From an optimization exercise on the open Yosys and OpenROAD flow, aimed at small area; shortcuts taken in it are not production practice. Where RTL was checked, it was by simulation tests only, not by an equivalence proof against the original.

==> 03-03 <==
Design System_top, start of the top module:
module System_top #(
    parameter  DATA_WIDTH='d8 ,
                DATA_DEPTH='d16,
                PRESCALE_WIDTH='d5,
                NUM_STAGES='d2,
                RATIO_WD='d4
) (
    input wire REF_CLK,
    input wire RST,
    input wire RX_IN,
    output wire TX_OUT
);
Settings: LEC_CHECK=0, CAP_MARGIN=20, CORE_MARGIN=2, CORE_UTILIZATION=60, CTS_BUF_LIST=sky130_fd_sc_hd__clkbuf_8, SLEW_MARGIN=20; clock period 32.0 ns.
run.sh (not shown) runs the stock make flow with config.mk's settings and CLKGATE_MAP_FILE= SYNTH_SCRIPT=/design/flow/synth_recipe.tcl, a recipe that flattens the netlist after the stock synthesis.
==> 08-02 (differences from 03-03) <==
--- a/flow/design.v
+++ b/flow/design.v
@@ -6,30 +6,30 @@
                 RATIO_WD='d4
 ) (
     input wire REF_CLK,
     input wire RST,
     input wire RX_IN,
     output wire TX_OUT
 );
-localparam [3:0] S_IDLE = 4'd0,    
-                 S_WA   = 4'd1,    
-                 S_WD   = 4'd2,    
-                 S_WR   = 4'd3,    
+localparam [3:0] S_IDLE = 4'd5,    
+                 S_WA   = 4'd7,    
+                 S_WD   = 4'd0,    
+                 S_WR   = 4'd11,    
                  S_RA   = 4'd4,    
-                 S_RD   = 4'd5,    
-                 S_CA   = 4'd6,    
-                 S_CAW  = 4'd7,    
-                 S_CB   = 4'd8,    
-                 S_CBW  = 4'd9,    
-                 S_DF   = 4'd10,   
-                 S_AL   = 4'd11,   
-                 S_AIM  = 4'd12,   
-                 S_AID  = 4'd13,   
+                 S_RD   = 4'd10,    
+                 S_CA   = 4'd8,    
+                 S_CAW  = 4'd13,    
+                 S_CB   = 4'd12,    
+                 S_CBW  = 4'd1,    
+                 S_DF   = 4'd9,   
+                 S_AL   = 4'd15,   
+                 S_AIM  = 4'd2,   
+                 S_AID  = 4'd6,   
                  S_AS   = 4'd14,   
-                 S_TX   = 4'd15;   
+                 S_TX   = 4'd3;   
 reg  [3:0]  state;
 reg  [3:0]  slot_cnt;    
 reg         clr;         
 reg         rx_act;      
 reg  [3:0]  cyc;         
 reg  [3:0]  bitn;        
 reg  [15:0] P;
@@ -59,16 +59,17 @@
     ring7 <= {rin[7], ring7[15:1]};
 end
 always @(posedge REF_CLK or negedge RST) begin
     if (!RST) begin
         slot_cnt <= 4'd0;
         clr      <= 1'b1;
     end else begin
-        slot_cnt <= slot_cnt + 4'd1;
-        if (slot_cnt == 4'd15)
+        slot_cnt <= {slot_cnt[2:0],
+                     slot_cnt[3] ^ slot_cnt[2] ^ (slot_cnt[2:0] == 3'b000)};
+        if (slot_cnt == 4'd8)
             clr <= 1'b0;
     end
 end
 always @(posedge REF_CLK) begin
     if (is2) begin
         pe <= T[0];
         pt <= T[1];
@@ -85,37 +86,39 @@
 wire        f_cmp = (fn[3:2] == 2'b10);         
 wire        f_sub = (fn == 4'd1) | f_cmp;       
 wire        f_lg  = (fn[3:2] == 2'b01);         
 wire        f_sl  = (fn[3:2] == 2'b11) &  fn[0];    
 wire        f_sr  = (fn[3:2] == 2'b11) & ~fn[0];    
 wire        f_ld1 = fmul | (fn[3:1] == 3'b111);     
 wire        Tb    = T[cyc[2:0]];                
-wire        x     = as ? P[0] : P[8];
+wire        x     = as ? P[0] : (aid ? hb : P[8]);
 wire        yb    = aim ? (P[0] & Tb) :
                     aid ? (Tb ^ ~sg) :
                     ((f_sl ? x : Tb) ^ f_sub);
 wire        fs    = x ^ yb ^ cy;
 wire        fc    = (x & yb) | (x & cy) | (yb & cy);
 wire        lgb   = fn[1] ^ (fn[0] ? (x | Tb) : (x & Tb));
 wire        ins   = (aim | aid) ? fs :
                     f_lg ? lgb :
                     (f_sr | (fn == 4'd8)) ? 1'b0 : fs;
 wire        ser   = ~cyc[3] & (aim ? (slot_cnt == 4'd0) : (slot_cnt == 4'd1));
+wire        post  = (aim | aid) & cyc[3];       
 wire        as_st = as & ser;                   
 wire        as_end = as_st & (f_sr | (cyc[2:0] == 3'b111));
 wire        hi_st = (aim | aid) & ser;          
-wire        m_post = aim & (cyc == 4'd8);       
-wire        d_pre  = aid & (cyc == 4'd15);      
-wire        d_post = aid & (cyc == 4'd8);       
+wire        m_post = aim & post;                
+wire        d_post = aid & post;                
 wire        s8     = hb ^ ~sg ^ cy;             
 wire        last   = (bitn == 4'd7);
 wire        nz    = sg | ins;                   
 wire        gt    = fc & nz;                    
 wire [7:0]  hiv   = (fn == 4'd1) ? {8{~fc}} : {7'b0, (fn == 4'd0) & fc};
-wire        rx_en   = (state <= S_DF);
+wire        rx_en   = (state == S_IDLE) | (state == S_WA) | (state == S_WD) | (state == S_WR) |
+                      (state == S_RA) | (state == S_CA) | (state == S_CAW) | (state == S_CB) |
+                      (state == S_CBW) | (state == S_DF);
 wire        tx      = (state == S_TX);
 wire        bend    = (cyc[3:1] == 3'b111);     
 wire        rx_smp  = rx_act & (cyc == 4'd11);  
 wire        rx_dat  = rx_smp & (bitn != 4'd0) & ~bitn[3] | rx_smp & (bitn == 4'd8);
 wire        rx_end  = rx_smp & ((bitn == 4'd10) | (bitn == 4'd9) & ~pe);
 wire        tx_dat  = tx & bend & (bitn != 4'd0) & (bitn <= 4'd8);
 wire        tx_end  = tx & bend & ((bitn == 4'd10) | (bitn == 4'd9) & ~pe);
@@ -167,21 +170,21 @@
     end else if (rx_act | tx) begin
         if (bend) begin
             cyc  <= tx ? ~r3 : 4'd7;
             bitn <= bitn + 4'd1;
         end else
             cyc  <= cyc + 4'd1;
     end else if (al_hit) begin
-        cyc  <= {4{fdiv}};
+        cyc  <= 4'd0;
         bitn <= 4'd0;
     end else if (aim | aid | as) begin
-        if (ser | d_pre)
+        if (ser)
             cyc  <= cyc + 4'd1;
-        if (m_post | d_post) begin
-            cyc  <= {4{aid}};
+        if (post) begin
+            cyc  <= 4'd0;
             bitn <= bitn + 4'd1;
         end
     end else begin
         cyc  <= 4'd8;       
         bitn <= 4'd0;
     end
     if (rx_dat | tx_dat)
@@ -193,18 +196,16 @@
         if (fmul | fdiv)
             P[15:8] <= 8'h00;
     end
     if (hi_st)
         P[15:8] <= {ins, P[15:9]};
     if (m_post)
         P <= {cy, P[15:1]};
-    if (d_pre)
-        P <= {P[14:0], 1'b0};
     if (d_post) begin
-        P[0] <= ~s8;
+        P[7:0] <= {P[6:0], ~s8};
         if (last)
             P[15:8] <= 8'h00;
     end
     if (as_st) begin
         P[7:0] <= {ins, P[7:1]};
         if (as_end) begin
             P[15:8] <= hiv;
@@ -213,29 +214,33 @@
         end
     end
     if (tx & bend & (bitn == 4'd0))
         cy <= pt;
     else if (tx_dat)
         cy <= cy ^ P[0];
     else if (al_hit)
-        cy <= f_sub;
+        cy <= f_sub | fdiv;
     else if (as_st | hi_st)
         cy <= fc;
     else if (m_post)
         cy <= 1'b0;
-    else if (d_pre)
-        cy <= ~sg;
+    else if (d_post)
+        cy <= ~s8;
     if (al_hit)
         sg <= 1'b0;
     else if (as_st)
         sg <= nz;
     else if (d_post)
         sg <= s8;
-    if (d_pre)
-        hb <= P[15];
+    if (al_hit)
+        hb <= T[7];
+    else if (aid & ser)
+        hb <= P[8];
+    else if (d_post)
+        hb <= P[6];
     if (state == S_RD)
         second <= 1'b0;
     else if (state == S_AL)
         second <= 1'b1;
     else if (tx_end)
         second <= 1'b0;
 end
==> flow/flow/run.sh (new file) <==
#!/bin/bash
# Standard ORFS flow with CTS told not to add dummy loads.
export CTS_ARGS="-sink_clustering_enable -repair_clock_nets -buf_list sky130_fd_sc_hd__clkbuf_8 -dont_use_dummy_load"
bash standard.sh > standard.log 2>&1
==> flow/standard.sh (new file) <==
#!/bin/bash
# synth_recipe.tcl (not shown) runs the flow's synth.tcl, then flattens the netlist and writes it again
# the make line also repeats each setting of config.mk as NAME=value (left out here)
make -C /OpenROAD-flow-scripts/flow DESIGN_CONFIG=/design/flow/config.mk WORK_HOME=/design/flow/orfs CLKGATE_MAP_FILE= SYNTH_SCRIPT=/design/flow/synth_recipe.tcl "${@:-finish}"
removed: flow/run.sh
==> 01-28 (differences from 03-03) <==
--- a/flow/design.v
+++ b/flow/design.v
@@ -6,29 +6,29 @@
                 RATIO_WD='d4
 ) (
     input wire REF_CLK,
     input wire RST,
     input wire RX_IN,
     output wire TX_OUT
 );
-localparam [3:0] S_IDLE = 4'd0,    
-                 S_WA   = 4'd1,    
-                 S_WD   = 4'd2,    
-                 S_WR   = 4'd3,    
-                 S_RA   = 4'd4,    
-                 S_RD   = 4'd5,    
-                 S_CA   = 4'd6,    
+localparam [3:0] S_IDLE = 4'd4,    
+                 S_WA   = 4'd11,    
+                 S_WD   = 4'd13,    
+                 S_WR   = 4'd8,    
+                 S_RA   = 4'd9,    
+                 S_RD   = 4'd10,    
+                 S_CA   = 4'd0,    
                  S_CAW  = 4'd7,    
-                 S_CB   = 4'd8,    
-                 S_CBW  = 4'd9,    
-                 S_DF   = 4'd10,   
-                 S_AL   = 4'd11,   
-                 S_AIM  = 4'd12,   
-                 S_AID  = 4'd13,   
-                 S_AS   = 4'd14,   
+                 S_CB   = 4'd6,    
+                 S_CBW  = 4'd3,    
+                 S_DF   = 4'd12,   
+                 S_AL   = 4'd5,   
+                 S_AIM  = 4'd14,   
+                 S_AID  = 4'd1,   
+                 S_AS   = 4'd2,   
                  S_TX   = 4'd15;   
 reg  [3:0]  state;
 reg  [3:0]  slot_cnt;    
 reg         clr;         
 reg         rx_act;      
 reg  [3:0]  cyc;         
 reg  [3:0]  bitn;        
@@ -59,16 +59,17 @@
     ring7 <= {rin[7], ring7[15:1]};
 end
 always @(posedge REF_CLK or negedge RST) begin
     if (!RST) begin
         slot_cnt <= 4'd0;
         clr      <= 1'b1;
     end else begin
-        slot_cnt <= slot_cnt + 4'd1;
-        if (slot_cnt == 4'd15)
+        slot_cnt <= {slot_cnt[2:0],
+                     slot_cnt[3] ^ slot_cnt[2] ^ (slot_cnt[2:0] == 3'b000)};
+        if (slot_cnt == 4'd8)
             clr <= 1'b0;
     end
 end
 always @(posedge REF_CLK) begin
     if (is2) begin
         pe <= T[0];
         pt <= T[1];
@@ -85,37 +86,42 @@
 wire        f_cmp = (fn[3:2] == 2'b10);         
 wire        f_sub = (fn == 4'd1) | f_cmp;       
 wire        f_lg  = (fn[3:2] == 2'b01);         
 wire        f_sl  = (fn[3:2] == 2'b11) &  fn[0];    
 wire        f_sr  = (fn[3:2] == 2'b11) & ~fn[0];    
 wire        f_ld1 = fmul | (fn[3:1] == 3'b111);     
 wire        Tb    = T[cyc[2:0]];                
-wire        x     = as ? P[0] : P[8];
+wire        first = (bitn == 4'd0);
+wire        last   = (bitn == 4'd7);
+wire        hi8   = P[8] & ~first;              
+wire        x     = as ? P[0] : (aid ? hb : hi8);
 wire        yb    = aim ? (P[0] & Tb) :
                     aid ? (Tb ^ ~sg) :
                     ((f_sl ? x : Tb) ^ f_sub);
 wire        fs    = x ^ yb ^ cy;
 wire        fc    = (x & yb) | (x & cy) | (yb & cy);
 wire        lgb   = fn[1] ^ (fn[0] ? (x | Tb) : (x & Tb));
-wire        ins   = (aim | aid) ? fs :
+wire        ins   = aim ? fs :
+                    aid ? fs & ~last :          
                     f_lg ? lgb :
                     (f_sr | (fn == 4'd8)) ? 1'b0 : fs;
 wire        ser   = ~cyc[3] & (aim ? (slot_cnt == 4'd0) : (slot_cnt == 4'd1));
+wire        post  = (aim | aid) & cyc[3];       
 wire        as_st = as & ser;                   
 wire        as_end = as_st & (f_sr | (cyc[2:0] == 3'b111));
 wire        hi_st = (aim | aid) & ser;          
-wire        m_post = aim & (cyc == 4'd8);       
-wire        d_pre  = aid & (cyc == 4'd15);      
-wire        d_post = aid & (cyc == 4'd8);       
+wire        m_post = aim & post;                
+wire        d_post = aid & post;                
 wire        s8     = hb ^ ~sg ^ cy;             
-wire        last   = (bitn == 4'd7);
 wire        nz    = sg | ins;                   
 wire        gt    = fc & nz;                    
 wire [7:0]  hiv   = (fn == 4'd1) ? {8{~fc}} : {7'b0, (fn == 4'd0) & fc};
-wire        rx_en   = (state <= S_DF);
+wire        rx_en   = (state == S_IDLE) | (state == S_WA) | (state == S_WD) | (state == S_WR) |
+                      (state == S_RA) | (state == S_CA) | (state == S_CAW) | (state == S_CB) |
+                      (state == S_CBW) | (state == S_DF);
 wire        tx      = (state == S_TX);
 wire        bend    = (cyc[3:1] == 3'b111);     
 wire        rx_smp  = rx_act & (cyc == 4'd11);  
 wire        rx_dat  = rx_smp & (bitn != 4'd0) & ~bitn[3] | rx_smp & (bitn == 4'd8);
 wire        rx_end  = rx_smp & ((bitn == 4'd10) | (bitn == 4'd9) & ~pe);
 wire        tx_dat  = tx & bend & (bitn != 4'd0) & (bitn <= 4'd8);
 wire        tx_end  = tx & bend & ((bitn == 4'd10) | (bitn == 4'd9) & ~pe);
@@ -167,75 +173,73 @@
     end else if (rx_act | tx) begin
         if (bend) begin
             cyc  <= tx ? ~r3 : 4'd7;
             bitn <= bitn + 4'd1;
         end else
             cyc  <= cyc + 4'd1;
     end else if (al_hit) begin
-        cyc  <= {4{fdiv}};
+        cyc  <= 4'd0;
         bitn <= 4'd0;
     end else if (aim | aid | as) begin
-        if (ser | d_pre)
+        if (ser)
             cyc  <= cyc + 4'd1;
-        if (m_post | d_post) begin
-            cyc  <= {4{aid}};
+        if (post) begin
+            cyc  <= 4'd0;
             bitn <= bitn + 4'd1;
         end
     end else begin
         cyc  <= 4'd8;       
         bitn <= 4'd0;
     end
     if (rx_dat | tx_dat)
         P <= {RX_IN, P[15:1]};
     if (rd_hit)
         P[7:0] <= T;
     if (al_hit) begin
         P[7:0] <= T;
-        if (fmul | fdiv)
-            P[15:8] <= 8'h00;
     end
     if (hi_st)
         P[15:8] <= {ins, P[15:9]};
     if (m_post)
         P <= {cy, P[15:1]};
-    if (d_pre)
-        P <= {P[14:0], 1'b0};
     if (d_post) begin
-        P[0] <= ~s8;
-        if (last)
-            P[15:8] <= 8'h00;
+        P[7:0] <= {P[6:0], ~s8};
     end
     if (as_st) begin
         P[7:0] <= {ins, P[7:1]};
         if (as_end) begin
             P[15:8] <= hiv;
             if (f_cmp)
                 P[7:0] <= {6'b0, fn[1] & gt, fn[0] & (fn[1] ? gt : ~nz)};
         end
     end
     if (tx & bend & (bitn == 4'd0))
         cy <= pt;
     else if (tx_dat)
         cy <= cy ^ P[0];
     else if (al_hit)
-        cy <= f_sub;
+        cy <= f_sub | fdiv;
     else if (as_st | hi_st)
         cy <= fc;
     else if (m_post)
         cy <= 1'b0;
-    else if (d_pre)
-        cy <= ~sg;
+    else if (d_post)
+        cy <= ~s8;
     if (al_hit)
         sg <= 1'b0;
     else if (as_st)
         sg <= nz;
     else if (d_post)
         sg <= s8;
-    if (d_pre)
-        hb <= P[15];
+    if (al_hit)
+        hb <= T[7];
+    else if (aid & ser)
+        hb <= hi8;
+    else if (d_post)
+        hb <= P[6];
     if (state == S_RD)
         second <= 1'b0;
     else if (state == S_AL)
         second <= 1'b1;
     else if (tx_end)
         second <= 1'b0;
 end
==> flow/flow/run.sh (new file) <==
#!/bin/bash
# Standard ORFS flow with CTS told not to add dummy loads.
export CTS_ARGS="-sink_clustering_enable -repair_clock_nets -buf_list sky130_fd_sc_hd__clkbuf_8 -dont_use_dummy_load"
bash standard.sh > standard.log 2>&1
==> flow/standard.sh (new file) <==
#!/bin/bash
# synth_recipe.tcl (not shown) runs the flow's synth.tcl, then flattens the netlist and writes it again
# the make line also repeats each setting of config.mk as NAME=value (left out here)
make -C /OpenROAD-flow-scripts/flow DESIGN_CONFIG=/design/flow/config.mk WORK_HOME=/design/flow/orfs CLKGATE_MAP_FILE= SYNTH_SCRIPT=/design/flow/synth_recipe.tcl "${@:-finish}"
- ABC_AREA: default -> 1
removed: flow/run.sh
==> run notes <==
- Flip-flop and latch count is the same in 08-02 and 01-28.
- The highest global-route usage belongs to 03-03, the lowest to 01-28.
- In 01-28 the first-iteration DRC count is smaller than in 03-03, by about 10%.
- The lowest final cell count belongs to 08-02, the highest to 01-28.
The RTL of 08-02 and 01-28 was laid out without a check of its function.

-- re-timing with driven ports --
The flow's constraints put no driver on any port. The routed layouts listed below were extracted and timed again, unchanged, in two steps.
Step 1 (the two cells are an assumption about what drives the block):
set clk [get_ports {REF_CLK}]
set_driving_cell -lib_cell sky130_fd_sc_hd__clkbuf_16 $clk
set_driving_cell -lib_cell sky130_fd_sc_hd__buf_2 [delete_from_list [all_inputs] $clk]
Step 2 also shifts input and output timing later by t, the mid clock arrival at the registers, as if the neighbouring blocks saw the same clock.
a / b / c = ideal / step 1 / step 2; a / b = the first two.
run	t (ns)	setup WS [ns]	worst register clock-pin slew, ns	worst slew at a driven data input, ns
03-03	0.484	23.171 / 23.137 / 23.621	0.09 / 0.09	0.03
08-02	0.453	23.334 / 23.299 / 23.752	0.09 / 0.09	0.03
01-28	0.465	23.246 / 23.215 / 23.680	0.09 / 0.09	0.03
After both steps every run listed still meets setup and hold.
